What follows belongs to an exercise in optimizing a design on an open flow for small area and a short achievable clock period; a production flow would make more cautious choices.
RTL that was checked went through simulation tests only; none was proved equivalent to the original.
The RTL of runs 4 and 5 was laid out without a check of its function.
Power figures rest on the tool's default switching activity, not on a simulated workload.

**design.v**
```verilog
module ALU(Aq, Bq, imm, shift, asel, bsel, ALUop, out, Z);
  input  [15:0] Aq, Bq;
  input  [4:0]  imm;
  input  [1:0]  shift, ALUop;
  input         asel, bsel;
  output [15:0] out;
  output        Z;
  wire [15:0] sh  = (shift == 2'b00) ? Bq :
                    (shift == 2'b01) ? {Bq[14:0], 1'b0} :
                    (shift == 2'b10) ? {1'b0, Bq[15:1]} :
                                       {Bq[15], Bq[15:1]};
  wire [15:0] Bin = bsel ? {11'b0, imm} : sh;
  wire [15:0] Ain = asel ? 16'b0 : Aq;
  wire        sub = ALUop[0];
  wire [15:0] ai  = Ain ^ {16{sub}};
  wire [15:0] g   = ai & Bin & {16{~ALUop[1]}};
  wire [15:0] t   = ai | Bin;
  wire [15:0] sr  = Ain ^ Bin;
  wire [15:0] x   = ALUop[0] ? ~Bin : (Ain & Bin);
  wire [15:0] y   = ALUop[1] ? x : sr;
  wire [15:0] zas = sub ? ~sr : (sr ~^ {t[14:0], 1'b0});
  wire [15:0] zb  = ALUop[1] ? ~x : zas;
  wire g1_1;
  wire g1_3;
  wire t1_3;
  wire g1_5;
  wire t1_5;
  wire g1_7;
  wire t1_7;
  wire g1_9;
  wire t1_9;
  wire g1_11;
  wire t1_11;
  wire g1_13;
  wire t1_13;
  wire g1_1_n;
  wire g2_2;
  wire g2_3;
  wire g1_5_n;
  wire t1_5_n;
  wire g2_6;
  wire t2_6;
  wire g2_7;
  wire t2_7;
  wire g1_9_n;
  wire t1_9_n;
  wire g2_10;
  wire t2_10;
  wire g2_11;
  wire t2_11;
  wire g1_13_n;
  wire t1_13_n;
  wire g2_14;
  wire t2_14;
  wire g3_4;
  wire g2_3_n;
  wire g3_5;
  wire g3_6;
  wire g3_7;
  wire g3_12;
  wire t3_12;
  wire g2_11_n;
  wire t2_11_n;
  wire g3_13;
  wire t3_13;
  wire g3_14;
  wire t3_14;
  wire g3_7_n;
  wire g4_8;
  wire g4_9;
  wire g4_10;
  wire g4_11;
  wire g4_12;
  wire g4_13;
  wire g4_14;
  g_aoi u1 (.gh(g[1]), .th(t[1]), .gl(g[0]), .go(g1_1));
  pg_aoi u2 (.gh(g[3]), .th(t[3]), .gl(g[2]), .tl(t[2]), .go(g1_3), .to(t1_3));
  pg_aoi u3 (.gh(g[5]), .th(t[5]), .gl(g[4]), .tl(t[4]), .go(g1_5), .to(t1_5));
  pg_aoi u4 (.gh(g[7]), .th(t[7]), .gl(g[6]), .tl(t[6]), .go(g1_7), .to(t1_7));
  pg_aoi u5 (.gh(g[9]), .th(t[9]), .gl(g[8]), .tl(t[8]), .go(g1_9), .to(t1_9));
  pg_aoi u6 (.gh(g[11]), .th(t[11]), .gl(g[10]), .tl(t[10]), .go(g1_11), .to(t1_11));
  pg_aoi u7 (.gh(g[13]), .th(t[13]), .gl(g[12]), .tl(t[12]), .go(g1_13), .to(t1_13));
  pfx_inv u8 (.a(g1_1), .y(g1_1_n));
  g_aoi u9 (.gh(g[2]), .th(t[2]), .gl(g1_1_n), .go(g2_2));
  g_oai u10 (.gh(g1_3), .th(t1_3), .gl(g1_1), .go(g2_3));
  pfx_inv u11 (.a(g1_5), .y(g1_5_n));
  pfx_inv u12 (.a(t1_5), .y(t1_5_n));
  pg_aoi u13 (.gh(g[6]), .th(t[6]), .gl(g1_5_n), .tl(t1_5_n), .go(g2_6), .to(t2_6));
  pg_oai u14 (.gh(g1_7), .th(t1_7), .gl(g1_5), .tl(t1_5), .go(g2_7), .to(t2_7));
  pfx_inv u15 (.a(g1_9), .y(g1_9_n));
  pfx_inv u16 (.a(t1_9), .y(t1_9_n));
  pg_aoi u17 (.gh(g[10]), .th(t[10]), .gl(g1_9_n), .tl(t1_9_n), .go(g2_10), .to(t2_10));
  pg_oai u18 (.gh(g1_11), .th(t1_11), .gl(g1_9), .tl(t1_9), .go(g2_11), .to(t2_11));
  pfx_inv u19 (.a(g1_13), .y(g1_13_n));
  pfx_inv u20 (.a(t1_13), .y(t1_13_n));
  pg_aoi u21 (.gh(g[14]), .th(t[14]), .gl(g1_13_n), .tl(t1_13_n), .go(g2_14), .to(t2_14));
  g_aoi u22 (.gh(g[4]), .th(t[4]), .gl(g2_3), .go(g3_4));
  pfx_inv u23 (.a(g2_3), .y(g2_3_n));
  g_oai u24 (.gh(g1_5), .th(t1_5), .gl(g2_3_n), .go(g3_5));
  g_oai u25 (.gh(g2_6), .th(t2_6), .gl(g2_3_n), .go(g3_6));
  g_aoi u26 (.gh(g2_7), .th(t2_7), .gl(g2_3), .go(g3_7));
  pg_aoi u27 (.gh(g[12]), .th(t[12]), .gl(g2_11), .tl(t2_11), .go(g3_12), .to(t3_12));
  pfx_inv u28 (.a(g2_11), .y(g2_11_n));
  pfx_inv u29 (.a(t2_11), .y(t2_11_n));
  pg_oai u30 (.gh(g1_13), .th(t1_13), .gl(g2_11_n), .tl(t2_11_n), .go(g3_13), .to(t3_13));
  pg_oai u31 (.gh(g2_14), .th(t2_14), .gl(g2_11_n), .tl(t2_11_n), .go(g3_14), .to(t3_14));
  pfx_inv u32 (.a(g3_7), .y(g3_7_n));
  g_aoi u33 (.gh(g[8]), .th(t[8]), .gl(g3_7_n), .go(g4_8));
  g_oai u34 (.gh(g1_9), .th(t1_9), .gl(g3_7), .go(g4_9));
  g_oai u35 (.gh(g2_10), .th(t2_10), .gl(g3_7), .go(g4_10));
  g_aoi u36 (.gh(g2_11), .th(t2_11), .gl(g3_7_n), .go(g4_11));
  g_oai u37 (.gh(g3_12), .th(t3_12), .gl(g3_7), .go(g4_12));
  g_aoi u38 (.gh(g3_13), .th(t3_13), .gl(g3_7_n), .go(g4_13));
  g_aoi u39 (.gh(g3_14), .th(t3_14), .gl(g3_7_n), .go(g4_14));
  assign out[0] = y[0];
  cxor cx1 (.c(g[0]), .y(y[1]), .o(out[1]));
  cxnor cx2 (.c(g1_1), .y(y[2]), .o(out[2]));
  cxnor cx3 (.c(g2_2), .y(y[3]), .o(out[3]));
  cxor cx4 (.c(g2_3), .y(y[4]), .o(out[4]));
  cxnor cx5 (.c(g3_4), .y(y[5]), .o(out[5]));
  cxor cx6 (.c(g3_5), .y(y[6]), .o(out[6]));
  cxor cx7 (.c(g3_6), .y(y[7]), .o(out[7]));
  cxnor cx8 (.c(g3_7), .y(y[8]), .o(out[8]));
  cxnor cx9 (.c(g4_8), .y(y[9]), .o(out[9]));
  cxor cx10 (.c(g4_9), .y(y[10]), .o(out[10]));
  cxor cx11 (.c(g4_10), .y(y[11]), .o(out[11]));
  cxnor cx12 (.c(g4_11), .y(y[12]), .o(out[12]));
  cxor cx13 (.c(g4_12), .y(y[13]), .o(out[13]));
  cxnor cx14 (.c(g4_13), .y(y[14]), .o(out[14]));
  cxnor cx15 (.c(g4_14), .y(y[15]), .o(out[15]));
  wire [7:0] zn1;
  wire [3:0] z2;
  wire [1:0] zn3;
  z_nand zt1_0 (.a(zb[0]), .b(zb[1]), .y(zn1[0]));
  z_nand zt1_1 (.a(zb[2]), .b(zb[3]), .y(zn1[1]));
  z_nand zt1_2 (.a(zb[4]), .b(zb[5]), .y(zn1[2]));
  z_nand zt1_3 (.a(zb[6]), .b(zb[7]), .y(zn1[3]));
  z_nand zt1_4 (.a(zb[8]), .b(zb[9]), .y(zn1[4]));
  z_nand zt1_5 (.a(zb[10]), .b(zb[11]), .y(zn1[5]));
  z_nand zt1_6 (.a(zb[12]), .b(zb[13]), .y(zn1[6]));
  z_nand zt1_7 (.a(zb[14]), .b(zb[15]), .y(zn1[7]));
  z_nor zt2_0 (.a(zn1[0]), .b(zn1[1]), .y(z2[0]));
  z_nor zt2_1 (.a(zn1[2]), .b(zn1[3]), .y(z2[1]));
  z_nor zt2_2 (.a(zn1[4]), .b(zn1[5]), .y(z2[2]));
  z_nor zt2_3 (.a(zn1[6]), .b(zn1[7]), .y(z2[3]));
  z_nand zt3_0 (.a(z2[0]), .b(z2[1]), .y(zn3[0]));
  z_nand zt3_1 (.a(z2[2]), .b(z2[3]), .y(zn3[1]));
  z_nor zt4 (.a(zn3[0]), .b(zn3[1]), .y(Z));
endmodule
module pg_aoi(gh, th, gl, tl, go, to);
  input gh, th, gl, tl;
  output go, to;
  assign go = ~(gh | (th & gl));
  assign to = ~(th & tl);
endmodule
module g_aoi(gh, th, gl, go);
  input gh, th, gl;
  output go;
  assign go = ~(gh | (th & gl));
endmodule
module pg_oai(gh, th, gl, tl, go, to);
  input gh, th, gl, tl;
  output go, to;
  assign go = ~(gh & (th | gl));
  assign to = ~(th | tl);
endmodule
module g_oai(gh, th, gl, go);
  input gh, th, gl;
  output go;
  assign go = ~(gh & (th | gl));
endmodule
module pfx_inv(a, y);
  input a;
  output y;
  assign y = ~a;
endmodule
module cxor(c, y, o);
  input c, y;
  output o;
  assign o = c ^ y;
endmodule
module cxnor(c, y, o);
  input c, y;
  output o;
  assign o = ~(c ^ y);
endmodule
module z_nand(a, b, y);
  input a, b;
  output y;
  assign y = ~(a & b);
endmodule
module z_nor(a, b, y);
  input a, b;
  output y;
  assign y = ~(a | b);
endmodule
module regfile(data_in, writenum, write, readnum, clk, data_out);
  input [15:0] data_in;
  input [2:0] writenum, readnum;
  input write, clk;
  output [15:0] data_out;
  reg [15:0] R [7:0];
  always_ff @(posedge clk)
    if (write)
      R[writenum] <= data_in;
  assign data_out = R[readnum];
endmodule
module datapath (clk, writenum, readnum, write, datapath_in, vsel, loada, loadb, loadc, shift, asel, bsel, ALUop, loads, Z_out, datapath_out);
  input write, clk, loada, loadb, loadc, asel, bsel, loads, vsel;
  input [1:0] ALUop, shift;
  input [2:0] writenum, readnum;
  input [15:0] datapath_in;
  output reg Z_out;
  output reg [15:0] datapath_out;
  reg  [15:0] aloaded, in;
  wire [15:0] data_in, data_out, out;
  wire Z;
  assign data_in = vsel ? datapath_in : datapath_out;
  regfile REGFILE(data_in, writenum, write, readnum, clk, data_out);
  always_ff @(posedge clk) if (loada) aloaded <= data_out;
  always_ff @(posedge clk) if (loadb) in <= data_out;
  ALU alu(aloaded, in, datapath_in[4:0], shift, asel, bsel, ALUop, out, Z);
  always_ff @(posedge clk) if (loads) Z_out <= Z;
  always_ff @(posedge clk) if (loadc) datapath_out <= out;
endmodule
```
**constraint.sdc**
```tcl
create_clock -name core_clock -period 5.5 [get_ports {clk}]
set_input_delay 1.1000 -clock core_clock [delete_from_list [all_inputs] [get_ports {clk}]]
set_output_delay 1.1000 -clock core_clock [all_outputs]
set_load 0.01 [all_outputs]
```
**config.mk**
```make
export PLATFORM = sky130hd
export DESIGN_NAME = datapath
export DESIGN_NICKNAME = datapath
export VERILOG_FILES = /design/flow/design.v
export SDC_FILE = /design/flow/constraint.sdc
export NUM_CORES = 4
export LEC_CHECK = 0
export CAP_MARGIN = 20
export CORE_MARGIN = 2
export CORE_UTILIZATION = 60
export SETUP_SLACK_MARGIN = 2.5
export SLEW_MARGIN = 20
export SYNTH_HIERARCHICAL = 1
export SYNTH_MINIMUM_KEEP_SIZE = 0
```
**run.sh**
```bash
#!/bin/bash
# synth_recipe.tcl (not shown) runs the flow's synth.tcl, then flattens the netlist and writes it again
# the make line also repeats each setting of config.mk as NAME=value (left out here)
make -C /OpenROAD-flow-scripts/flow DESIGN_CONFIG=/design/flow/config.mk WORK_HOME=/design/flow/orfs CLKGATE_MAP_FILE= SYNTH_SCRIPT=/design/flow/synth_recipe.tcl finish
```
==> impl_metrics.env, run 1 <==
export IMPL_run_status="no timing/DRC/antenna violations"
export IMPL_synth_seq_area_share_pct=56.6
export IMPL_areaGrowthSynthToFinish_pct=17.8
export IMPL_setup_worst_path_class="input port to flop"
export IMPL_cp_end_kind="flop"
export IMPL_drt_first_pass_iters=5
export IMPL_seqPwrFrac_pct=47.7
export IMPL_design_core_area_sq_um=15300
export IMPL_cts_htree_levels=4
export IMPL_groute_usage_overall_pct=25.8
export IMPL_fp_dieW_um=129
export IMPL_clock_path_buffers=2
export IMPL_power_mw=3.42
export IMPL_post_drt_via_cell_ratio=6.06
export IMPL_critical_path_max_fanout=3
export IMPL_cts_hold_fix_buffers=0
export IMPL_tightest_slew_ps=1080
export IMPL_dpl_worst_slack_ps=1010
export IMPL_cts_tree="built"
export IMPL_timing_max_transition_violations_final=0
export IMPL_fmaxAchievable_mhz=341
export IMPL_die_height_um=129
export IMPL_root_buffer="sky130_fd_sc_hd__clkbuf_16"
export IMPL_grt_start_max_net_pins=37
export IMPL_setup_total_negative_slack_ps=0
export IMPL_final_nets=780
export IMPL_finalInstanceArea_sq_um=11100
export IMPL_port_bufs=51
export IMPL_drc_errors=0
export IMPL_antenna_found_initial=0
export IMPL_synth_async_reset_ratio_pct=0
export IMPL_routed_wirelength_um=20600
export IMPL_drtIter0Drc=446
export IMPL_timing_hold_violations_final=0
export IMPL_power_leakage_nw=4.00
export IMPL_power_net_switching_mw=0.931
export IMPL_detailed_route_via_count=5779
export IMPL_timing_critical_path_cells="clkdlybuf4s50_1 -> nor2b_1 -> a211o_1 -> inv_2 -> ha_4 -> nor2b_1 -> a22oi_1 -> o21ai_1 -> nor3_1 -> nand2_1 -> nor2_1 -> nand2_1 -> nor2_1"
export IMPL_post_drt_wl_per_cell_um=21.6
export IMPL_finalCritPeriodShare_pct=53.3
export IMPL_critical_path_required_ps=5790
export IMPL_timing_max_slew_rel_slack_pct=27.5
export IMPL_ys_ff_latch=177
export IMPL_post_synth_top_area_cell="sky130_fd_sc_hd__edfxtp_1"
export IMPL_ios=52
export IMPL_critPathTopFamily="simple AND/OR/NAND/NOR gates"
export IMPL_fin_crit_ps=2930
export IMPL_post_dp_hpwl_um=13500
export IMPL_synth_largest_type_area_fraction_pct=56.6
export IMPL_final_antenna_net_count=0
export IMPL_number_of_synthesized_flops_with_an_enable_pin=177
export IMPL_finalSetupViolCount=0
export IMPL_switching_share_pct=27.2
export IMPL_cpMaxStageDelayCell="sky130_fd_sc_hd__clkdlybuf4s50_1"
export IMPL_grt_ovfl_total=0
export IMPL_worst_slack_ps=2570
export IMPL_floorplan_initialDensity_pct=61.5
export IMPL_netlist_instances=657
export IMPL_rsz0062_at_grt="yes"
export IMPL_grt_first_pass_wirelength_um=31400
export IMPL_postSynthAreaPerCell_sq_um=14.3
export IMPL_crit_buf_inv=2
export IMPL_dieArea_sq_um=16700
export IMPL_worst_ir_drop_vdd_uv=235
export IMPL_power_report_internal_total_mw=2.49
export IMPL_netlist_cell_type_count=55
export IMPL_synthFlopType="sky130_fd_sc_hd__edfxtp_1"
export IMPL_power_density_nw_per_um2=309
export IMPL_worstHoldPathType="flop to flop"
export IMPL_timing_critical_path_slowest_cell_delay_ps=480
export IMPL_syn_cell_area_sq_um=9380
export IMPL_post_route_cells_drive_above_1_share_pct=27.2
export IMPL_final_setup_skew_ps=9.91
export IMPL_cts_reportedPaths_clkPinSlew_ps=70
export IMPL_detailed_place_area_sq_um=10000
export IMPL_portion_of_total_power_attributed_to_the_clock_network_pct=34.1
export IMPL_yosysWarnings=8
export IMPL_worstSkewPairLatency_ps=430
export IMPL_placementRows=45
export IMPL_fillerInstances=986
export IMPL_cts_num_sinks=177
export IMPL_critical_path_arrival_ps=3220
export IMPL_maxCapViolCount=0
export IMPL_first_global_vias=5618
export IMPL_tritoncts_num_buffers=17
export IMPL_critical_path_startpoint_type="input port"
export IMPL_gp_congestion=0.877
export IMPL_num_antenna_cells=0
export IMPL_comb_power_share_pct=18.2
export IMPL_yosys_top_cells_area="sky130_fd_sc_hd__edfxtp_1 57%, sky130_fd_sc_hd__mux4_1 7.8%, sky130_fd_sc_hd__mux2_2 5.2%"
## area by class of cell
class	count	area, sq um	area share, %
multi-input cells	414	3960	35.8
flip-flops and latches	177	5320	48.1
well taps	211	264	2.39
inverters	34	131	1.19
clock buffers	17	425	3.85
repair buffers	85	792	7.16
clock inverters	15	169	1.53
## routing by layer
metal  share of wire, %  global-route usage, %
met1                 45                   36.0
met2                 50                   42.0
met3                3.4                   4.46
met4                1.6                   8.63
met5                  0                      0
## synth_stat cells (3+ instances only)
cell type                  instances
sky130_fd_sc_hd__nor3b_1           7
sky130_fd_sc_hd__o211ai_1          9
sky130_fd_sc_hd__nor3_1           22
sky130_fd_sc_hd__o21ai_1           6
sky130_fd_sc_hd__nand3_1           3
sky130_fd_sc_hd__o21ai_2           4
sky130_fd_sc_hd__buf_1             3
sky130_fd_sc_hd__nor2b_1          26
sky130_fd_sc_hd__mux4_1           28
sky130_fd_sc_hd__clkbuf_1          6
sky130_fd_sc_hd__a211oi_1          3
sky130_fd_sc_hd__o211ai_2          5
sky130_fd_sc_hd__and3_1            6
sky130_fd_sc_hd__a21oi_2          18
sky130_fd_sc_hd__xnor2_1          23
sky130_fd_sc_hd__mux4_2            5
sky130_fd_sc_hd__mux2_2           43
sky130_fd_sc_hd__nand2b_1         15
sky130_fd_sc_hd__a21oi_1          16
sky130_fd_sc_hd__inv_1            34
sky130_fd_sc_hd__buf_2             6
sky130_fd_sc_hd__nor2_1           36
sky130_fd_sc_hd__buf_6             9
sky130_fd_sc_hd__buf_4             4
sky130_fd_sc_hd__o21ai_0           6
sky130_fd_sc_hd__or3_1             4
sky130_fd_sc_hd__xor2_1            7
sky130_fd_sc_hd__mux2i_1          11
sky130_fd_sc_hd__a31o_2            4
sky130_fd_sc_hd__edfxtp_1        177
sky130_fd_sc_hd__o22ai_1           6
sky130_fd_sc_hd__a211o_1           8
sky130_fd_sc_hd__nand2_1          44
sky130_fd_sc_hd__ha_1             16
sky130_fd_sc_hd__mux2_4           12
## what timing repair did
action,4_1_cts,5_1_grt
setup endpoints to repair,17,11
pin swaps,7,15
gates cloned,1,0
gates resized for setup,44,25
buffers inserted,11,10
## worst paths after layout
kind | start | to | slack [ps] | depth (start not counted)
setup / recovery | datapath_in[4] | Z_out | 2570 | 13
hold / removal | datapath_out[10] | REGFILE.R[2][10] | 680 | 1
setup reg to reg | in[11] | Z_out | 3020 | 11
hold reg to reg | datapath_out[10] | REGFILE.R[2][10] | 680 | 1
## Yosys stat by module, one instance, submodules excluded
| module | cell area [sq um] | flip-flops and latches |
|---|---|---|
| z_nand | 3.75 | 0 |
| regfile | 4970 | 128 |
| z_nor | 3.75 | 0 |
| pg_aoi | 12.5 | 0 |
| pfx_inv | 3.75 | 0 |
| pg_oai | 12.5 | 0 |
| cxor | 8.76 | 0 |
| datapath | 1720 | 49 |
| cxnor | 8.76 | 0 |
| ALU | 2190 | 0 |
| g_oai | 5.00 | 0 |
| g_aoi | 8.76 | 0 |
## sequential cells by signal, summed over array words and instances, names as in the netlist
signal / flops
REGFILE.R: 128
Z_out: 1
aloaded: 16
datapath_out: 16
in: 16
## through the flow
stage | cells | hold slack [ps] | utilization (%)
6_report | 953 | 678 | 72.5
5_1_grt | 953 | 701 | 72.5
4_1_cts | 943 | 679 | 71.3
3_5_place_dp | 899 | 671 | 65.7
3_3_place_gp | 899 | 672 | 65.7
2_1_floorplan | 657 | 678 | -
## cell families after synthesis
logic type | after synthesis | synth area share, %
xor+xnor | 30 | 2.80
buf+inv | 66 | 4.08
mux | 99 | 17.3
simple gates | 167 | 8.79
compound gates | 102 | 8.27
flops | 177 | 56.6
fa+ha+maj | 16 | 2.13
## layout by cell type (no fill, tap or decap), drive strengths merged, types with 3 or more instances in the layout
cell type,n
inv,39
ha,16
nor2b,26
clkinv,8
clkbuf,19
a211o,9
nand2b,15
mux2,55
nor2,36
and3,6
a211oi,3
buf,39
mux4,33
o211ai,14
a31o,4
xnor2,23
o21ai,16
clkdlybuf4s50,44
nor3b,7
a21oi,34
or3,4
nor3,22
mux2i,11
edfxtp,177
o22ai,6
nand2,44
nand3,3
xor2,7
## power by group through the flow
stage / sequential, mW / combinational (mW) / clock, mW
6_report: 1.63 / 0.623 / 1.17
5_1_grt: 1.64 / 0.675 / 1.24
4_1_cts: 1.63 / 0.595 / 1.18
3_5_place_dp: 1.66 / 0.560 / 0
3_3_place_gp: 1.66 / 0.549 / 0
2_1_floorplan: 1.65 / 0.381 / 0
==> run 2: changes to the inputs <==
--- a/config.mk
+++ b/config.mk
@@ -7,8 +7,10 @@
 export LEC_CHECK = 0
 export CAP_MARGIN = 20
 export CORE_MARGIN = 2
-export CORE_UTILIZATION = 60
-export SETUP_SLACK_MARGIN = 2.5
+export CORE_UTILIZATION = 70
+export CTS_BUF_LIST = sky130_fd_sc_hd__clkbuf_4 sky130_fd_sc_hd__clkbuf_8
+export CTS_CLUSTER_SIZE = 30
+export SETUP_SLACK_MARGIN = 2.8
 export SLEW_MARGIN = 20
 export SYNTH_HIERARCHICAL = 1
 export SYNTH_MINIMUM_KEEP_SIZE = 0
==> run 2 against run 1 <==
  * Routed wire length is 12% higher
  * Die area is 14% lower
  * Via count is 8.2% higher
  * First-iteration DRC count is 100% higher
  * Maximum frequency is 2.0% higher
  * Count of clock-buffer cells in the layout stayed put
  * Setup slack better by 57 ps
  * Synthesized cell count stayed put
  * Largest cell class unchanged
  * Highest routed layer unchanged
==> impl_metrics.env, run 2 <==
export IMPL_run_status="no timing/DRC/antenna violations"
export IMPL_cts_hold_fix_buffers=0
export IMPL_final_nets=807
export IMPL_routed_wirelength_um=23000
export IMPL_synthFlopType="sky130_fd_sc_hd__edfxtp_1"
export IMPL_layout_cells_most_common="sky130_fd_sc_hd__edfxtp_1"
export IMPL_critical_path_startpoint_type="input port"
export IMPL_floorplan_initialDensity_pct=71.1
export IMPL_areaGrowthSynthToFinish_pct=20.9
export IMPL_port_bufs=51
export IMPL_drc_errors=0
export IMPL_synth_seq_area_share_pct=56.6
export IMPL_placementRows=42
export IMPL_synth_async_reset_ratio_pct=0
export IMPL_critical_path_required_ps=5820
export IMPL_cts_num_sinks=177
export IMPL_num_antenna_cells=0
export IMPL_number_of_synthesized_flops_with_an_enable_pin=177
export IMPL_power_density_nw_per_um2=287
export IMPL_yosys_top_cells_area="sky130_fd_sc_hd__edfxtp_1 57%, sky130_fd_sc_hd__mux4_1 7.8%, sky130_fd_sc_hd__mux2_2 5.2%"
export IMPL_max_reg_flops=128
export IMPL_tightest_slew_ps=1110
export IMPL_power_leakage_nw=4.19
export IMPL_dieArea_sq_um=14300
export IMPL_grt_first_pass_wirelength_um=34700
export IMPL_critical_path_arrival_ps=3190
export IMPL_detailed_place_area_sq_um=10100
export IMPL_netlist_instances=657
export IMPL_fin_crit_ps=2880
export IMPL_design_core_area_sq_um=13200
export IMPL_final_antenna_net_count=0
export IMPL_power_mw=3.26
export IMPL_synth_largest_type_area_fraction_pct=56.6
export IMPL_worstHoldPathType="flop to flop"
export IMPL_finalInstanceArea_sq_um=11300
export IMPL_timing_max_transition_violations_final=0
export IMPL_largest_register="REGFILE.R"
export IMPL_netlist_cell_type_count=55
export IMPL_post_dp_hpwl_um=13900
export IMPL_yosysMostFrequentCell="sky130_fd_sc_hd__edfxtp_1"
export IMPL_final_setup_skew_ps=25.6
export IMPL_ios=52
export IMPL_post_drt_wl_per_cell_um=24.4
export IMPL_worst_r2r_endpoint="datapath_out[15]"
export IMPL_depth_of_the_worst_register_to_register_path=12
export IMPL_fillerInstances=599
export IMPL_root_buffer="sky130_fd_sc_hd__clkbuf_8"
export IMPL_finalCritPeriodShare_pct=52.3
export IMPL_drtIter0Drc=898
export IMPL_clock_path_buffers=2
export IMPL_post_route_cells_drive_above_1_share_pct=34.1
export IMPL_ys_ff_latch=177
export IMPL_post_synth_top_area_cell="sky130_fd_sc_hd__edfxtp_1"
export IMPL_fp_dieW_um=120
export IMPL_groute_usage_overall_pct=33.0
export IMPL_cts_htree_levels=4
export IMPL_critical_path_max_fanout=7
export IMPL_min_delay_worst_endpoint="REGFILE.R[2][7]"
export IMPL_synth_commonest_cells="177 x sky130_fd_sc_hd__edfxtp_1, 44 x sky130_fd_sc_hd__nand2_1, 43 x sky130_fd_sc_hd__mux2_2"
export IMPL_startpoint_of_the_lowest_slack_register_to_register_path="in[2]"
export IMPL_rsz0062_at_grt="yes"
export IMPL_cts_reportedPaths_clkPinSlew_ps=110
export IMPL_worstSkewPairLatency_ps=460
export IMPL_maxCapViolCount=0
export IMPL_reg2reg_setup_slack_ps=3020
export IMPL_drt_first_pass_iters=5
export IMPL_tritoncts_num_buffers=17
export IMPL_grt_start_max_net_pins=37
export IMPL_holdPathStages=1
export IMPL_antenna_found_initial=0
export IMPL_setup_total_negative_slack_ps=0
export IMPL_grt_ovfl_total=0
export IMPL_timing_hold_violations_final=0
export IMPL_timing_critical_path_cells="buf_4 -> buf_12 -> nor3b_2 -> a211o_1 -> inv_2 -> ha_4 -> nor2b_2 -> a22oi_1 -> o21ai_1 -> nor3_1 -> nand2_1 -> nor2_1 -> nand2_1 -> nor2_1"
export IMPL_detailed_route_via_count=6251
export IMPL_cts_tree="built"
export IMPL_hold_path_startpoint="datapath_out[7]"
export IMPL_layout_cells_most_common_list="177 x sky130_fd_sc_hd__edfxtp_1, 47 x sky130_fd_sc_hd__buf_4, 39 x sky130_fd_sc_hd__mux2_2, 39 x sky130_fd_sc_hd__clkdlybuf4s50_1, 38 x sky130_fd_sc_hd__nand2_1"
export IMPL_gp_congestion=0.876
export IMPL_timing_max_slew_rel_slack_pct=25.7
export IMPL_setup_worst_path_class="input port to flop"
export IMPL_fmaxAchievable_mhz=348
export IMPL_post_drt_via_cell_ratio=6.62
export IMPL_timing_critical_path_slowest_cell_delay_ps=320
export IMPL_yosysWarnings=8
export IMPL_finalSetupViolCount=0
export IMPL_first_global_vias=6286
export IMPL_cpMaxStageDelayCell="sky130_fd_sc_hd__a211o_1"
export IMPL_postSynthAreaPerCell_sq_um=14.3
export IMPL_cp_end_kind="flop"
export IMPL_worst_ir_drop_vdd_uv=284
export IMPL_syn_cell_area_sq_um=9380
export IMPL_die_height_um=120
==> run 2: area by class of cell <==
class	count	area, sq um	area share, %
clock buffer	17	234	2.06
sequential	177	5320	46.9
tap	176	220	1.94
inverter	34	136	1.20
multi-input combinational	414	4170	36.7
clock inverter	14	171	1.51
timing repair buffer	112	1100	9.66
==> run 2: critical path, delay by kind of cell <==
family                   cells  cell delay, ps
AND/OR/NAND/NOR              7             910
AO/OA/AOI/OAI                3             570
adder cells (fa/ha/maj)      1             210
buffers and inverters        3             390
==> run 2: modules after synthesis, one instance, submodules excluded <==
module	copies in the design	cells inside	area [sq um]	flops+latches
z_nand	10	1	3.75	0
pg_oai	4	2	12.5	0
datapath	1	67	1720	49
ALU	1	309	2190	0
cxor	7	1	8.76	0
cxnor	8	1	8.76	0
g_aoi	8	1	8.76	0
z_nor	5	1	3.75	0
g_oai	6	1	5.00	0
pg_aoi	10	2	12.5	0
regfile	1	198	4970	128
pfx_inv	11	1	3.75	0
==> run 2: per-layer routing <==
metal  up-vias  share of wire [%]  GRT usage (%)
met5         -                  0              0
met4         0                4.0           13.5
met3        84                7.4           5.42
met2       370                 50           54.2
met1      3067                 39           44.6
li1       2730                  -              -
==> run 2: worst max path at each step <==
stage	end	from	depth (start not counted)	slack, ps
floorplan	Z_out	shift[0]	12	2270
global placement	Z_out	shift[0]	12	1150
detailed placement	Z_out	shift[0]	12	1010
CTS	Z_out	shift[0]	12	2670
global route	Z_out	bsel	14	2590
finish	Z_out	shift[1]	14	2620
==> run 2: cells by family (layout without fill, tap and decap cells) <==
family	after synthesis	after routing	synth area share [%]
AO/OA/AOI/OAI	102	102	8.27
XOR/XNOR	30	30	2.80
adder cells (fa/ha/maj)	16	16	2.13
buffers and inverters	66	177	4.08
flip-flops	177	177	56.6
multiplexers	99	99	17.3
AND/OR/NAND/NOR	167	167	8.79
==> run 2: per-stage QoR <==
stage / util (%) / cells / setup WS, ps / hold WS [ps]
4_1_cts: 83.3 / 928 / 2670 / 711
2_1_floorplan: - / 657 / 2270 / 678
6_report: 86.0 / 944 / 2620 / 726
3_3_place_gp: 76.3 / 864 / 1150 / 661
3_5_place_dp: 76.3 / 864 / 1010 / 675
5_1_grt: 86.0 / 944 / 2590 / 740
==> run 2: power by group <==
| group | leakage, nW | switching [mW] | internal (mW) | total, mW |
|---|---|---|---|---|
| Sequential | 1.65 | 0.0384 | 1.59 | 1.63 |
| Clock | 0.207 | 0.498 | 0.418 | 0.916 |
| Combinational | 2.34 | 0.377 | 0.330 | 0.707 |
==> run 2: repair_timing <==
action,in CTS,in global routing
pin swaps,30,33
endpoints found under the setup margin,34,21
gates cloned,2,1
gates resized for setup,85,47
setup buffers,31,15
==> run 3: changes to the inputs <==
==> flow/run.sh (new file) <==
#!/bin/bash
# The standard layout (standard.sh), with every input and output port
# buffered by a buf_4 cell instead of the buffer the resizer picks by default.
set -euo pipefail
bash standard.sh 'BUFFER_PORTS_ARGS=-buffer_cell sky130_fd_sc_hd__buf_4' finish > make.log 2>&1
==> standard.sh (new file) <==
#!/bin/bash
# synth_recipe.tcl (not shown) runs the flow's synth.tcl, then flattens the netlist and writes it again
# the make line also repeats each setting of config.mk as NAME=value (left out here)
make -C /OpenROAD-flow-scripts/flow DESIGN_CONFIG=/design/flow/config.mk WORK_HOME=/design/flow/orfs CLKGATE_MAP_FILE= SYNTH_SCRIPT=/design/flow/synth_recipe.tcl "${@:-finish}"
==> config.mk (replaced) <==
export PLATFORM = sky130hd
export DESIGN_NAME = datapath
export DESIGN_NICKNAME = datapath
export VERILOG_FILES = /design/flow/design.v
export SDC_FILE = /design/flow/constraint.sdc
export NUM_CORES = 4
export LEC_CHECK = 0
export CAP_MARGIN = 20
export CORE_MARGIN = 2
export CORE_UTILIZATION = 60
export SETUP_SLACK_MARGIN = 2.5
export SLEW_MARGIN = 20
export SYNTH_HIERARCHICAL = 1
export SYNTH_MINIMUM_KEEP_SIZE = 0
removed: run.sh
==> run 3 against run 2 <==
  * Die area rose by 16%
  * Combinational power is 18% lower
  * Via count is 9.0% lower
  * Non-clock buffer count down 36
  * Critical path depth shrank 2
  * Area after synthesis did not move
  * Highest routed layer unchanged
  * Total power increased by 7.0%
  * Core utilization decreased by 15 points
  * Still clean
==> impl_metrics.env, run 3 <==
export IMPL_num_antenna_cells=0
export IMPL_floorplan_initialDensity_pct=61.5
export IMPL_grt_ovfl_total=0
export IMPL_syn_cell_area_sq_um=9380
export IMPL_detailed_route_via_count=5686
export IMPL_yosys_top_cells_area="sky130_fd_sc_hd__edfxtp_1 57%, sky130_fd_sc_hd__mux4_1 7.8%, sky130_fd_sc_hd__mux2_2 5.2%"
export IMPL_critical_path_startpoint_type="input port"
export IMPL_design_core_area_sq_um=15300
export IMPL_timing_critical_path_slowest_cell_delay_ps=370
export IMPL_first_global_vias=5353
export IMPL_synth_async_reset_ratio_pct=0
export IMPL_postSynthAreaPerCell_sq_um=14.3
export IMPL_layout_cells_most_common="sky130_fd_sc_hd__edfxtp_1"
export IMPL_placed_cells_incl_taps=895
export IMPL_synth_largest_type_area_fraction_pct=56.6
export IMPL_synth_seq_area_share_pct=56.6
export IMPL_critical_path_required_ps=5690
export IMPL_critical_path_max_fanout=17
export IMPL_routed_wirelength_um=20100
export IMPL_netlist_instances=657
export IMPL_cts_reportedPaths_clkPinSlew_ps=80
export IMPL_largest_register="REGFILE.R"
export IMPL_tritoncts_num_buffers=17
export IMPL_clock_path_buffers=2
export IMPL_switching_share_pct=26.7
export IMPL_yosysMostFrequentCell="sky130_fd_sc_hd__edfxtp_1"
export IMPL_post_route_cells_drive_above_1_share_pct=30.2
export IMPL_power_net_switching_mw=0.931
export IMPL_gp_congestion=0.865
export IMPL_drc_errors=0
export IMPL_stdcell_count=944
export IMPL_timing_critical_path_cells="buf_12 -> mux2_2 -> o211ai_4 -> inv_1 -> ha_4 -> nor2_1 -> a31o_2 -> or3_1 -> nand2_1 -> nor2_1 -> nand2_1 -> nor2_1"
export IMPL_fp_dieW_um=129
export IMPL_timing_max_slew_rel_slack_pct=44.4
export IMPL_ys_ff_latch=177
export IMPL_grt_first_pass_wirelength_um=30500
export IMPL_setup_total_negative_slack_ps=0
export IMPL_final_antenna_net_count=0
export IMPL_antenna_found_initial=0
export IMPL_worst_ir_drop_vdd_uv=333
export IMPL_final_nets=771
export IMPL_finalSetupViolCount=0
export IMPL_synth_commonest_cells="177 x sky130_fd_sc_hd__edfxtp_1, 44 x sky130_fd_sc_hd__nand2_1, 43 x sky130_fd_sc_hd__mux2_2"
export IMPL_areaGrowthSynthToFinish_pct=15.2
export IMPL_port_bufs=51
export IMPL_tightest_slew_ps=831
export IMPL_drtIter0Drc=461
export IMPL_layout_cells_most_common_list="177 x sky130_fd_sc_hd__edfxtp_1, 71 x sky130_fd_sc_hd__buf_4, 44 x sky130_fd_sc_hd__nand2_1"
export IMPL_maxCapViolCount=0
export IMPL_final_setup_skew_ps=15.6
export IMPL_fmaxAchievable_mhz=339
export IMPL_cp_end_kind="flop"
export IMPL_post_drt_wl_per_cell_um=21.2
export IMPL_post_dp_hpwl_um=13300
export IMPL_number_of_synthesized_flops_with_an_enable_pin=177
export IMPL_setup_worst_path_class="input port to flop"
export IMPL_groute_usage_overall_pct=25.3
export IMPL_rsz0062_at_grt="no"
export IMPL_hold_worst_slack_ps=710
export IMPL_root_buffer="sky130_fd_sc_hd__clkbuf_16"
export IMPL_critical_path_arrival_ps=3140
export IMPL_comb_power_share_pct=16.7
export IMPL_finalCritPeriodShare_pct=53.6
export IMPL_cts_tree="built"
export IMPL_synthFlopType="sky130_fd_sc_hd__edfxtp_1"
export IMPL_power_density_nw_per_um2=322
export IMPL_worstSkewPairLatency_ps=440
export IMPL_portion_of_total_power_attributed_to_the_clock_network_pct=36.5
export IMPL_fin_crit_ps=2950
export IMPL_drt_first_pass_iters=5
export IMPL_run_status="no timing/DRC/antenna violations"
export IMPL_timing_max_transition_violations_final=0
export IMPL_seqPwrFrac_pct=46.8
export IMPL_netlist_cell_type_count=55
export IMPL_placementRows=45
export IMPL_cts_num_sinks=177
export IMPL_ios=52
export IMPL_power_report_internal_total_mw=2.55
export IMPL_post_drt_via_cell_ratio=6.02
export IMPL_dieArea_sq_um=16700
export IMPL_cpMaxStageDelayCell="sky130_fd_sc_hd__mux2_2"
export IMPL_power_leakage_nw=4.00
export IMPL_die_height_um=129
export IMPL_cpMostUsedCell="sky130_fd_sc_hd__nor2_1"
export IMPL_post_synth_top_area_cell="sky130_fd_sc_hd__edfxtp_1"
export IMPL_worstHoldPathType="flop to flop"
export IMPL_grt_start_max_net_pins=62
export IMPL_max_reg_flops=128
export IMPL_cts_htree_levels=4
export IMPL_yosysWarnings=8
export IMPL_timing_hold_violations_final=0
export IMPL_cts_hold_fix_buffers=0
[run 3: Yosys stat by module, one instance, submodules excluded, excerpt]
module	times used	cells	flops+latches	cell area, sq um
ALU	1	309	0	2190
datapath	1	67	49	1720
g_aoi	8	1	0	8.76
g_oai	6	1	0	5.00
regfile	1	198	128	4970
z_nand	10	1	0	3.75
z_nor	5	1	0	3.75
[run 3: layout make-up]
cell class | count | area [sq um]
repair buffers | 76 | 611
clock inverters | 15 | 216
well taps | 211 | 264
clock buffers | 17 | 425
inverters | 34 | 131
flip-flops and latches | 177 | 5320
multi-input cells | 414 | 3850
fillers | 1016 | 4450
[run 3: through the flow]
stage          total power [mW]  instance area (sq um)  utilization [%]  setup slack, ps
3_5_place_dp               2.20                   9880             64.7             1840
2_1_floorplan              2.03                   9430                -             2270
6_report                   3.48                  10800             70.8             2550
4_1_cts                    3.48                  10600             69.3             2470
5_1_grt                    3.62                  10800             70.8             2490
3_3_place_gp               2.19                   9880             64.7             1870
[run 3: critical path, delay by kind of cell]
kind	cells	cell delay, ps
AO/OA/AOI/OAI	2	500
adder cells (fa/ha/maj)	1	290
buffers and inverters	2	240
multiplexers	1	370
AND/OR/NAND/NOR	6	620
[run 3: per-layer routing]
layer | part of all wire, % | track usage (%) | vias to the layer above | routed length [um]
li1 | - | - | 2663 | -
met1 | 44 | 35.4 | 2845 | 8810
met2 | 50 | 41.1 | 149 | 10100
met3 | 3.8 | 4.79 | 29 | 755
met4 | 1.8 | 7.42 | 0 | 362
met5 | 0 | 0 | - | 0
[run 3: final timing paths]
kind                                 startpoint  slack (ps)  cells after the start         endpoint
worst max register to register           in[10]        3010                     11            Z_out
worst max-delay path                   shift[0]        2550                     12            Z_out
worst min register to register  datapath_out[6]         710                      1  REGFILE.R[3][6]
worst min-delay path            datapath_out[6]         710                      1  REGFILE.R[3][6]
[run 3: logic make-up (layout without fill, tap and decap cells)]
family / count (synthesis) / after routing / share of synthesized area (%)
AOI/OAI and AO/OA: 102 / 102 / 8.27
adders and majority gates: 16 / 16 / 2.13
muxes: 99 / 99 / 17.3
buffers and inverters: 66 / 142 / 4.08
xor gates and xnor gates: 30 / 30 / 2.80
and+or+nand+nor: 167 / 167 / 8.79
DFF: 177 / 177 / 56.6
[run 3: power by group through the flow]
stage	logic, mW	registers, mW	clock network (mW)
after global placement	0.534	1.65	0
after detailed placement	0.545	1.66	0
after global routing	0.635	1.64	1.35
after CTS	0.557	1.63	1.29
final	0.583	1.63	1.27
after floorplan	0.381	1.65	0
[run 3: what timing repair did]
item / in CTS / in global routing
resized for setup: 7 / 17
pin swaps: 2 / 8
endpoints found under the setup margin: 1 / 8
buffers inserted: 2 / 15
hold endpoints to repair: 0 / 0
==> run 4: changes to the inputs <==
--- a/design.v
+++ b/design.v
@@ -1,25 +1,28 @@
-module ALU(Aq, Bq, imm, shift, asel, bsel, ALUop, out, Z);
-  input  [15:0] Aq, Bq;
+module ALU(Aq, Bq, Cq, Sq, imm, shift, asel, bsel, ALUop, loadc, loads, Cn, Sn);
+  input  [15:0] Aq, Bq, Cq;
   input  [4:0]  imm;
   input  [1:0]  shift, ALUop;
-  input         asel, bsel;
-  output [15:0] out;
-  output        Z;
-  wire [15:0] sh  = (shift == 2'b00) ? Bq :
-                    (shift == 2'b01) ? {Bq[14:0], 1'b0} :
-                    (shift == 2'b10) ? {1'b0, Bq[15:1]} :
-                                       {Bq[15], Bq[15:1]};
-  wire [15:0] Bin = bsel ? {11'b0, imm} : sh;
-  wire [15:0] Ain = asel ? 16'b0 : Aq;
-  wire        sub = ALUop[0];
-  wire [15:0] ai  = Ain ^ {16{sub}};
-  wire [15:0] g   = ai & Bin & {16{~ALUop[1]}};
-  wire [15:0] t   = ai | Bin;
-  wire [15:0] sr  = Ain ^ Bin;
-  wire [15:0] x   = ALUop[0] ? ~Bin : (Ain & Bin);
-  wire [15:0] y   = ALUop[1] ? x : sr;
-  wire [15:0] zas = sub ? ~sr : (sr ~^ {t[14:0], 1'b0});
-  wire [15:0] zb  = ALUop[1] ? ~x : zas;
+  input         Sq, asel, bsel, loadc, loads;
+  output [15:0] Cn;
+  output        Sn;
+  wire s0  = ~bsel & (shift == 2'b00);
+  wire sl  = ~bsel & (shift == 2'b01);
+  wire sr  = ~bsel & shift[1];
+  wire s15 = ~bsel & (shift[1] == shift[0]);
+  wire kill = ALUop[1] | ~loadc;
+  wire [15:0] g, t, yc, zb;
+  wire [16:0] bx = {1'b0, Bq, 1'b0};
+  wire [15:0] im = {11'b0, imm};
+  genvar i;
+  generate
+    for (i = 0; i < 16; i = i + 1) begin : b
+      opbit u (.s0(i == 15 ? s15 : s0), .sl(sl), .sr(i == 15 ? 1'b0 : sr), .si(bsel),
+               .b0(bx[i+1]), .bl(bx[i]), .br(bx[i+2]), .imm(im[i]),
+               .a(Aq[i]), .asel(asel), .op(ALUop), .kill(kill), .loadc(loadc), .cq(Cq[i]),
+               .tprev(i == 0 ? 1'b0 : t[i == 0 ? 0 : i-1]),
+               .g(g[i]), .t(t[i]), .yc(yc[i]), .zb(zb[i]));
+    end
+  endgenerate
   wire g1_1;
   wire g1_3;
   wire t1_3;
@@ -112,22 +115,22 @@
   g_oai u37 (.gh(g3_12), .th(t3_12), .gl(g3_7), .go(g4_12));
   g_aoi u38 (.gh(g3_13), .th(t3_13), .gl(g3_7_n), .go(g4_13));
   g_aoi u39 (.gh(g3_14), .th(t3_14), .gl(g3_7_n), .go(g4_14));
-  assign out[0] = y[0];
-  cxor cx1 (.c(g[0]), .y(y[1]), .o(out[1]));
-  cxnor cx2 (.c(g1_1), .y(y[2]), .o(out[2]));
-  cxnor cx3 (.c(g2_2), .y(y[3]), .o(out[3]));
-  cxor cx4 (.c(g2_3), .y(y[4]), .o(out[4]));
-  cxnor cx5 (.c(g3_4), .y(y[5]), .o(out[5]));
-  cxor cx6 (.c(g3_5), .y(y[6]), .o(out[6]));
-  cxor cx7 (.c(g3_6), .y(y[7]), .o(out[7]));
-  cxnor cx8 (.c(g3_7), .y(y[8]), .o(out[8]));
-  cxnor cx9 (.c(g4_8), .y(y[9]), .o(out[9]));
-  cxor cx10 (.c(g4_9), .y(y[10]), .o(out[10]));
-  cxor cx11 (.c(g4_10), .y(y[11]), .o(out[11]));
-  cxnor cx12 (.c(g4_11), .y(y[12]), .o(out[12]));
-  cxor cx13 (.c(g4_12), .y(y[13]), .o(out[13]));
-  cxnor cx14 (.c(g4_13), .y(y[14]), .o(out[14]));
-  cxnor cx15 (.c(g4_14), .y(y[15]), .o(out[15]));
+  assign Cn[0] = yc[0];
+  cxor cx1 (.c(g[0]), .y(yc[1]), .o(Cn[1]));
+  cxnor cx2 (.c(g1_1), .y(yc[2]), .o(Cn[2]));
+  cxnor cx3 (.c(g2_2), .y(yc[3]), .o(Cn[3]));
+  cxor cx4 (.c(g2_3), .y(yc[4]), .o(Cn[4]));
+  cxnor cx5 (.c(g3_4), .y(yc[5]), .o(Cn[5]));
+  cxor cx6 (.c(g3_5), .y(yc[6]), .o(Cn[6]));
+  cxor cx7 (.c(g3_6), .y(yc[7]), .o(Cn[7]));
+  cxnor cx8 (.c(g3_7), .y(yc[8]), .o(Cn[8]));
+  cxnor cx9 (.c(g4_8), .y(yc[9]), .o(Cn[9]));
+  cxor cx10 (.c(g4_9), .y(yc[10]), .o(Cn[10]));
+  cxor cx11 (.c(g4_10), .y(yc[11]), .o(Cn[11]));
+  cxnor cx12 (.c(g4_11), .y(yc[12]), .o(Cn[12]));
+  cxor cx13 (.c(g4_12), .y(yc[13]), .o(Cn[13]));
+  cxnor cx14 (.c(g4_13), .y(yc[14]), .o(Cn[14]));
+  cxnor cx15 (.c(g4_14), .y(yc[15]), .o(Cn[15]));
   wire [7:0] zn1;
   wire [3:0] z2;
   wire [1:0] zn3;
@@ -145,7 +148,7 @@
   z_nor zt2_3 (.a(zn1[6]), .b(zn1[7]), .y(z2[3]));
   z_nand zt3_0 (.a(z2[0]), .b(z2[1]), .y(zn3[0]));
   z_nand zt3_1 (.a(z2[2]), .b(z2[3]), .y(zn3[1]));
-  z_nor zt4 (.a(zn3[0]), .b(zn3[1]), .y(Z));
+  z_fin zt4 (.a(zn3[0]), .b(zn3[1]), .ld(loads), .s(Sq), .y(Sn));
 endmodule
 module pg_aoi(gh, th, gl, tl, go, to);
   input gh, th, gl, tl;
@@ -173,6 +176,26 @@
   input a;
   output y;
   assign y = ~a;
+endmodule
+module opbit(s0, sl, sr, si, b0, bl, br, imm, a, asel, op, kill, loadc, cq, tprev, g, t, yc, zb);
+  input s0, sl, sr, si, b0, bl, br, imm, a, asel, kill, loadc, cq, tprev;
+  input [1:0] op;
+  output g, t, yc, zb;
+  wire bin = (s0 & b0) | (sl & bl) | (sr & br) | (si & imm);
+  wire ain = a & ~asel;
+  wire ai  = ain ^ op[0];
+  assign g = ai & bin & ~kill;
+  assign t = ai | bin;
+  wire s   = ain ^ bin;
+  wire x   = op[0] ? ~bin : (ain & bin);
+  wire y   = op[1] ? x : s;
+  assign yc = loadc ? y : cq;
+  assign zb = op[1] ? ~x : ~(s ^ (tprev & ~op[0]));
+endmodule
+module z_fin(a, b, ld, s, y);
+  input a, b, ld, s;
+  output y;
+  assign y = ld ? ~(a | b) : s;
 endmodule
 module cxor(c, y, o);
   input c, y;
@@ -213,13 +236,14 @@
   output reg Z_out;
   output reg [15:0] datapath_out;
   reg  [15:0] aloaded, in;
-  wire [15:0] data_in, data_out, out;
-  wire Z;
+  wire [15:0] data_in, data_out, cn;
+  wire sn;
   assign data_in = vsel ? datapath_in : datapath_out;
   regfile REGFILE(data_in, writenum, write, readnum, clk, data_out);
   always_ff @(posedge clk) if (loada) aloaded <= data_out;
   always_ff @(posedge clk) if (loadb) in <= data_out;
-  ALU alu(aloaded, in, datapath_in[4:0], shift, asel, bsel, ALUop, out, Z);
-  always_ff @(posedge clk) if (loads) Z_out <= Z;
-  always_ff @(posedge clk) if (loadc) datapath_out <= out;
-endmodule
+  ALU alu(aloaded, in, datapath_out, Z_out, datapath_in[4:0], shift, asel, bsel, ALUop,
+          loadc, loads, cn, sn);
+  always_ff @(posedge clk) Z_out <= sn;
+  always_ff @(posedge clk) datapath_out <= cn;
+endmodule
--- a/config.mk
+++ b/config.mk
@@ -8,7 +8,7 @@
 export CAP_MARGIN = 20
 export CORE_MARGIN = 2
 export CORE_UTILIZATION = 60
-export SETUP_SLACK_MARGIN = 2.5
+export SETUP_SLACK_MARGIN = 2.8
 export SLEW_MARGIN = 20
 export SYNTH_HIERARCHICAL = 1
 export SYNTH_MINIMUM_KEEP_SIZE = 0
==> run 4 against run 3 <==
  * Sequential cell count unchanged
  * Via count up 5.0%
  * Sequential power up 4%
  * Setup slack worse by 180 ps
  * Combinational power up 28%
  * Critical path depth up 3
  * Routed wire length up 3.2%
  * Synthesized cell count down 1.8%
  * Maximum frequency down 5.9%
  * Core utilization up 3.3 points
  * Non-clock buffer count up 21
  * Register-to-register slack worse by 20 ps
  * Largest power group unchanged
  * Highest routed layer unchanged
==> impl_metrics.env, run 4 <==
export IMPL_rsz0062_at_grt="yes"
export IMPL_portion_of_total_power_attributed_to_the_clock_network_pct=31.8
export IMPL_cts_htree_levels=4
export IMPL_critical_path_max_fanout=7
export IMPL_timing_hold_violations_final=0
export IMPL_critical_path_arrival_ps=3510
export IMPL_worst_ir_drop_vdd_uv=268
export IMPL_finalSetupViolCount=0
export IMPL_fp_dieW_um=129
export IMPL_cp_end_kind="flop"
export IMPL_areaGrowthSynthToFinish_pct=20.4
export IMPL_placementRows=45
export IMPL_critical_path_startpoint_type="input port"
export IMPL_worstHoldPathType="flop to flop"
export IMPL_cts_num_sinks=177
export IMPL_cts_hold_fix_buffers=0
export IMPL_post_drt_via_cell_ratio=6.18
export IMPL_layout_cells_most_common_list="160 x sky130_fd_sc_hd__edfxtp_1, 87 x sky130_fd_sc_hd__buf_4, 46 x sky130_fd_sc_hd__nor2b_1"
export IMPL_cpMostUsedCell="sky130_fd_sc_hd__nand2_1"
export IMPL_layout_cells_most_common="sky130_fd_sc_hd__edfxtp_1"
export IMPL_drtIter0Drc=481
export IMPL_ios=52
export IMPL_finalInstanceArea_sq_um=11300
export IMPL_final_nets=818
export IMPL_power_report_internal_total_mw=2.57
export IMPL_port_bufs=51
export IMPL_route_top_layer_used="met4"
export IMPL_drc_errors=0
export IMPL_run_status="no timing/DRC/antenna violations"
export IMPL_num_antenna_cells=0
export IMPL_detailed_route_via_count=5969
export IMPL_yosysWarnings=9
export IMPL_fillerInstances=1004
export IMPL_gp_congestion=0.836
export IMPL_cts_tree="built"
export IMPL_floorplan_initialDensity_pct=61.6
export IMPL_timing_critical_path_cells="buf_8 -> inv_6 -> ha_4 -> nor2b_2 -> a22o_1 -> a221oi_4 -> nand2_1 -> nor2b_1 -> nor2b_1 -> a311oi_1 -> nand2_1 -> nor2_1 -> nand2_1 -> nor2_2 -> mux2_4"
export IMPL_routed_wirelength_um=20700
export IMPL_worstSkewPairLatency_ps=430
export IMPL_final_setup_skew_ps=12.4
export IMPL_power_density_nw_per_um2=318
export IMPL_fin_crit_ps=3130
export IMPL_groute_usage_overall_pct=25.5
export IMPL_clock_path_buffers=2
export IMPL_cts_reportedPaths_clkPinSlew_ps=70
export IMPL_power_leakage_nw=4.15
export IMPL_root_buffer="sky130_fd_sc_hd__clkbuf_16"
export IMPL_finalCritPeriodShare_pct=56.9
export IMPL_power_net_switching_mw=1.02
export IMPL_timing_max_slew_rel_slack_pct=43.3
export IMPL_routedLengthMet1_um=8990
export IMPL_setup_worst_path_class="input port to flop"
export IMPL_grt_ovfl_total=0
export IMPL_met3WireLength_um=761
export IMPL_routed_wl_met2_um=10500
export IMPL_postSynthAreaPerCell_sq_um=14.5
export IMPL_grt_start_max_net_pins=80
export IMPL_depth_of_the_worst_register_to_register_path=12
export IMPL_timing_critical_path_slowest_cell_delay_ps=310
export IMPL_die_height_um=129
export IMPL_holdPathStages=1
export IMPL_switching_share_pct=28.4
export IMPL_power_mw=3.58
export IMPL_comb_power_share_pct=20.9
export IMPL_final_antenna_net_count=0
export IMPL_max_reg_flops=128
export IMPL_maxCapViolCount=0
export IMPL_tightest_slew_ps=851
export IMPL_timing_max_transition_violations_final=0
export IMPL_seqPwrFrac_pct=47.2
export IMPL_cpMaxStageDelayCell="sky130_fd_sc_hd__a311oi_1"
export IMPL_post_dp_hpwl_um=13400
export IMPL_post_route_cells_drive_above_1_share_pct=34.7
export IMPL_setup_total_negative_slack_ps=0
export IMPL_largest_register="REGFILE.R"
export IMPL_layout_core_utilization_pct=74.1
export IMPL_design_core_area_sq_um=15200
export IMPL_first_global_vias=5674
export IMPL_netlist_instances=645
export IMPL_antenna_found_initial=0
export IMPL_detailed_place_area_sq_um=10100
export IMPL_tritoncts_num_buffers=17
export IMPL_critical_path_required_ps=5880
export IMPL_drt_first_pass_iters=5
export IMPL_dieArea_sq_um=16600
export IMPL_fmaxAchievable_mhz=319
export IMPL_hold_worst_slack_ps=507
export IMPL_post_drt_wl_per_cell_um=21.4
export IMPL_syn_cell_area_sq_um=9360
export IMPL_grt_first_pass_wirelength_um=31200
run 4: power groups by stage:
| stage | Clock (mW) | Sequential, mW | Combinational (mW) |
|---|---|---|---|
| finish | 1.14 | 1.69 | 0.749 |
| global route | 1.21 | 1.70 | 0.811 |
| global placement | 0 | 1.71 | 0.636 |
| detailed placement | 0 | 1.72 | 0.658 |
| floorplan | 0 | 1.70 | 0.426 |
| CTS | 1.16 | 1.69 | 0.692 |
run 4: area by class of cell:
cell class / instances / area [sq um] / area share, %
well taps: 188 / 235 / 2.09
multi-input cells: 443 / 4390 / 39.0
clock buffers: 18 / 429 / 3.81
inverters: 29 / 129 / 1.14
flip-flops and latches: 177 / 5140 / 45.6
clock inverters: 14 / 135 / 1.20
repair buffers: 97 / 803 / 7.13
run 4: worst paths after layout:
path | start | endpoint | slack, ps
setup / recovery | shift[0] | Z_out | 2370
setup reg to reg | in[14] | Z_out | 2990
hold / removal | Z_out | Z_out | 510
hold reg to reg | Z_out | Z_out | 510
run 4: worst max-delay path, delay by kind of cell:
family	cells	cell delay (ps)
AOI/OAI and AO/OA	3	860
adders and majority gates	1	150
buffers and inverters	2	120
muxes	1	140
and+or+nand+nor	8	1140
run 4: through the flow:
| step | setup slack, ps | cells |
|---|---|---|
| floorplan | 2320 | 659 |
| global placement | 1560 | 894 |
| detailed placement | 1500 | 894 |
| CTS | 2400 | 945 |
| global route | 2200 | 966 |
| finish | 2370 | 966 |
run 4: repair_timing:
action                                  in CTS  in global routing
gates resized for setup                     20                 43
pin swaps                                   26                 38
gates cloned                                 2                  0
buffers inserted                            17                 21
endpoints found under the setup margin      17                 16
run 4: metal layers:
| metal | vias to the layer above | global-route usage [%] |
|---|---|---|
| li1 | 2785 | - |
| met4 | 0 | 9.72 |
| met1 | 3000 | 34.5 |
| met5 | - | 0 |
| met2 | 154 | 42.2 |
| met3 | 30 | 3.87 |
==> run 5: changes to the inputs <==
--- a/config.mk
+++ b/config.mk
@@ -8,7 +8,7 @@
 export CAP_MARGIN = 20
 export CORE_MARGIN = 2
 export CORE_UTILIZATION = 60
-export SETUP_SLACK_MARGIN = 2.8
+export SETUP_SLACK_MARGIN = 3.1
 export SLEW_MARGIN = 20
 export SYNTH_HIERARCHICAL = 1
 export SYNTH_MINIMUM_KEEP_SIZE = 0
==> run 5 against run 4 <==
  * Still clean on timing, DRC and antenna
  * Count of clock-buffer cells in the layout shrank 1
  * Die area is the same
  * Design area grew 2.4%
  * Sequential power is essentially flat
  * Synthesized cell count is the same
  * Maximum frequency grew 2.5%
==> impl_metrics.env, run 5 <==
export IMPL_post_drt_via_cell_ratio=6.26
export IMPL_dieArea_sq_um=16600
export IMPL_postSynthAreaPerCell_sq_um=14.5
export IMPL_grt_first_pass_wirelength_um=33000
export IMPL_run_status="no timing/DRC/antenna violations"
export IMPL_detailed_route_via_count=6083
export IMPL_critical_path_required_ps=5820
export IMPL_critical_path_max_fanout=8
export IMPL_placementRows=45
export IMPL_final_antenna_net_count=0
export IMPL_power_leakage_nw=4.19
export IMPL_cts_htree_levels=4
export IMPL_worst_ir_drop_vdd_uv=292
export IMPL_maxCapViolCount=0
export IMPL_groute_usage_overall_pct=26.7
export IMPL_drtIter0Drc=394
export IMPL_finalCritPeriodShare_pct=55.6
export IMPL_rsz0062_at_grt="yes"
export IMPL_grt_ovfl_total=0
export IMPL_design_core_area_sq_um=15200
export IMPL_power_net_switching_mw=1.07
export IMPL_critical_path_startpoint_type="input port"
export IMPL_critPathTopFamily="simple AND/OR/NAND/NOR gates"
export IMPL_num_antenna_cells=0
export IMPL_timing_hold_violations_final=0
export IMPL_worstHoldPathType="flop to flop"
export IMPL_root_buffer="sky130_fd_sc_hd__clkbuf_16"
export IMPL_drc_errors=0
export IMPL_fin_crit_ps=3060
export IMPL_ios=52
export IMPL_fmaxAchievable_mhz=327
export IMPL_syn_cell_area_sq_um=9360
export IMPL_yosysWarnings=9
export IMPL_clock_path_buffers=2
export IMPL_layout_cells_most_common="sky130_fd_sc_hd__edfxtp_1"
export IMPL_timing_critical_path_slowest_cell_delay_ps=340
export IMPL_netlist_instances=645
export IMPL_tritoncts_num_buffers=17
export IMPL_power_report_internal_total_mw=2.65
export IMPL_cpMaxStageDelayCell="sky130_fd_sc_hd__a221oi_4"
export IMPL_hold_worst_slack_ps=502
export IMPL_layout_cells_most_common_list="160 x sky130_fd_sc_hd__edfxtp_1, 82 x sky130_fd_sc_hd__buf_4, 45 x sky130_fd_sc_hd__nor2b_1"
export IMPL_final_setup_skew_ps=13.2
export IMPL_cts_tree="built"
export IMPL_reg2reg_setup_slack_ps=3020
export IMPL_power_density_nw_per_um2=323
export IMPL_drt_first_pass_iters=4
export IMPL_fp_dieW_um=129
export IMPL_max_reg_flops=128
export IMPL_gp_congestion=0.900
export IMPL_crit_buf_inv=3
export IMPL_cp_end_kind="flop"
export IMPL_cts_hold_fix_buffers=0
export IMPL_final_nets=824
export IMPL_post_route_cells_drive_above_1_share_pct=39.9
export IMPL_setup_total_negative_slack_ps=0
export IMPL_post_dp_hpwl_um=13700
export IMPL_setup_worst_path_class="input port to flop"
export IMPL_first_global_vias=6156
export IMPL_timing_max_transition_violations_final=0
export IMPL_tightest_slew_ps=953
export IMPL_seqPwrFrac_pct=45.3
export IMPL_timing_critical_path_cells="buf_12 -> inv_12 -> ha_4 -> nor2b_4 -> a22o_1 -> a221oi_4 -> inv_2 -> ha_4 -> or2_4 -> nor2b_2 -> a311oi_2 -> nand2_1 -> nor2_2 -> nand2_1 -> nor2_1 -> mux2_4"
export IMPL_cts_num_sinks=177
export IMPL_worst_slack_ps=2440
export IMPL_largest_register="REGFILE.R"
export IMPL_routed_wirelength_um=21300
export IMPL_post_drt_wl_per_cell_um=21.9
export IMPL_port_bufs=51
export IMPL_floorplan_initialDensity_pct=61.6
export IMPL_die_height_um=129
export IMPL_grt_start_max_net_pins=80
export IMPL_switching_share_pct=28.7
export IMPL_areaGrowthSynthToFinish_pct=23.3
export IMPL_timing_max_slew_rel_slack_pct=36.3
export IMPL_critical_path_arrival_ps=3380
export IMPL_comb_power_share_pct=21.7
export IMPL_dpl_worst_slack_ps=1640
export IMPL_finalSetupViolCount=0
export IMPL_cts_reportedPaths_clkPinSlew_ps=80
export IMPL_antenna_found_initial=0
export IMPL_worstSkewPairLatency_ps=430
export IMPL_portion_of_total_power_attributed_to_the_clock_network_pct=33.0
run 5: final timing paths:
kind,startpoint,end,cells after the start
max reg2reg,in[10],Z_out,12
min,Z_out,Z_out,1
max,shift[1],Z_out,16
min reg2reg,Z_out,Z_out,1
run 5: worst reg2reg max path, stage by stage, from the launching register on:
cell and delay [ps]:
sky130_fd_sc_hd__edfxtp_1 510, sky130_fd_sc_hd__a22o_1 300, sky130_fd_sc_hd__a221oi_4 320, sky130_fd_sc_hd__inv_2 80, sky130_fd_sc_hd__ha_4 280, sky130_fd_sc_hd__or2_4 120
sky130_fd_sc_hd__nor2b_4 40, sky130_fd_sc_hd__a311oi_2 250, sky130_fd_sc_hd__nand2_1 90, sky130_fd_sc_hd__nor2_2 140, sky130_fd_sc_hd__nand2_1 60, sky130_fd_sc_hd__nor2_1 100
sky130_fd_sc_hd__mux2_4 140
run 5: per-layer routing:
metal | track usage, % | part of all wire, % | wire length (um)
met5 | 0 | 0 | 0
met4 | 8.38 | 2.7 | 567
met3 | 4.41 | 3.8 | 815
met2 | 45.6 | 50 | 10700
met1 | 35.3 | 43 | 9210
run 5: area by class of cell:
class,count,area (sq um)
clock inverters,15,190
flip-flops and latches,177,5140
fillers,912,3660
repair buffers,103,891
inverters,29,131
well taps,188,235
multi-input cells,443,4520
clock buffers,17,425
run 5: metrics by stage:
stage	utilization, %	cell area [sq um]	power (mW)	cells
final	75.9	11500	3.72	972
after global placement	66.0	10000	2.36	893
after global routing	75.9	11500	3.86	972
after detailed placement	66.0	10000	2.38	893
after CTS	73.7	11200	3.67	957
after floorplan	-	9470	2.13	659
run 5: what timing repair did:
| action | CTS | global route |
|---|---|---|
| gates cloned | 2 | 0 |
| pin swaps | 45 | 43 |
| buffers inserted | 30 | 15 |
| gates resized for setup | 53 | 51 |
| setup endpoints to repair | 21 | 17 |
run 5: power by group through the flow:
stage,clock network [mW],logic (mW),registers [mW]
floorplan,0,0.430,1.70
CTS,1.25,0.738,1.69
finish,1.23,0.806,1.69
global placement,0,0.644,1.71
detailed placement,0,0.663,1.71
global route,1.29,0.873,1.70

-- afterwards: timing with drivers on the ports --
In the flow no input, the clock included, has a driving cell. The finished layouts below were timed again as built, in two steps. Step 1, drivers: a clkbuf_16 drives clk and a buf_2 each remaining input, both assumed. Step 2 also shifts input and output timing later by t, the mid clock arrival at the registers, as if the neighbouring blocks saw the same clock. Slacks: ideal ports / drivers / drivers and shift; pairs: ideal ports / drivers.
run	t, ns	setup WS [ns]	worst setup path at the end	slew at the worst register clock pin (ns)	pins driven straight from the clock port
run 1	0.466	2.566 / 2.539 / 2.073	input to register	0.07 / 0.07	1
run 2	0.482	2.623 / 2.559 / 2.077	input to register	0.11 / 0.11	1
run 3	0.471	2.552 / 2.518 / 2.047	input to register	0.08 / 0.08	1
run 4	0.466	2.368 / 2.349 / 1.883	input to register	0.07 / 0.07	1
run 5	0.466	2.443 / 2.420 / 1.955	input to register	0.08 / 0.08	1
After both steps setup and hold are still met in every run listed. For run 2, which loses most, drivers alone change the setup slack by -0.064 ns; drivers and shift together by -0.546 ns.
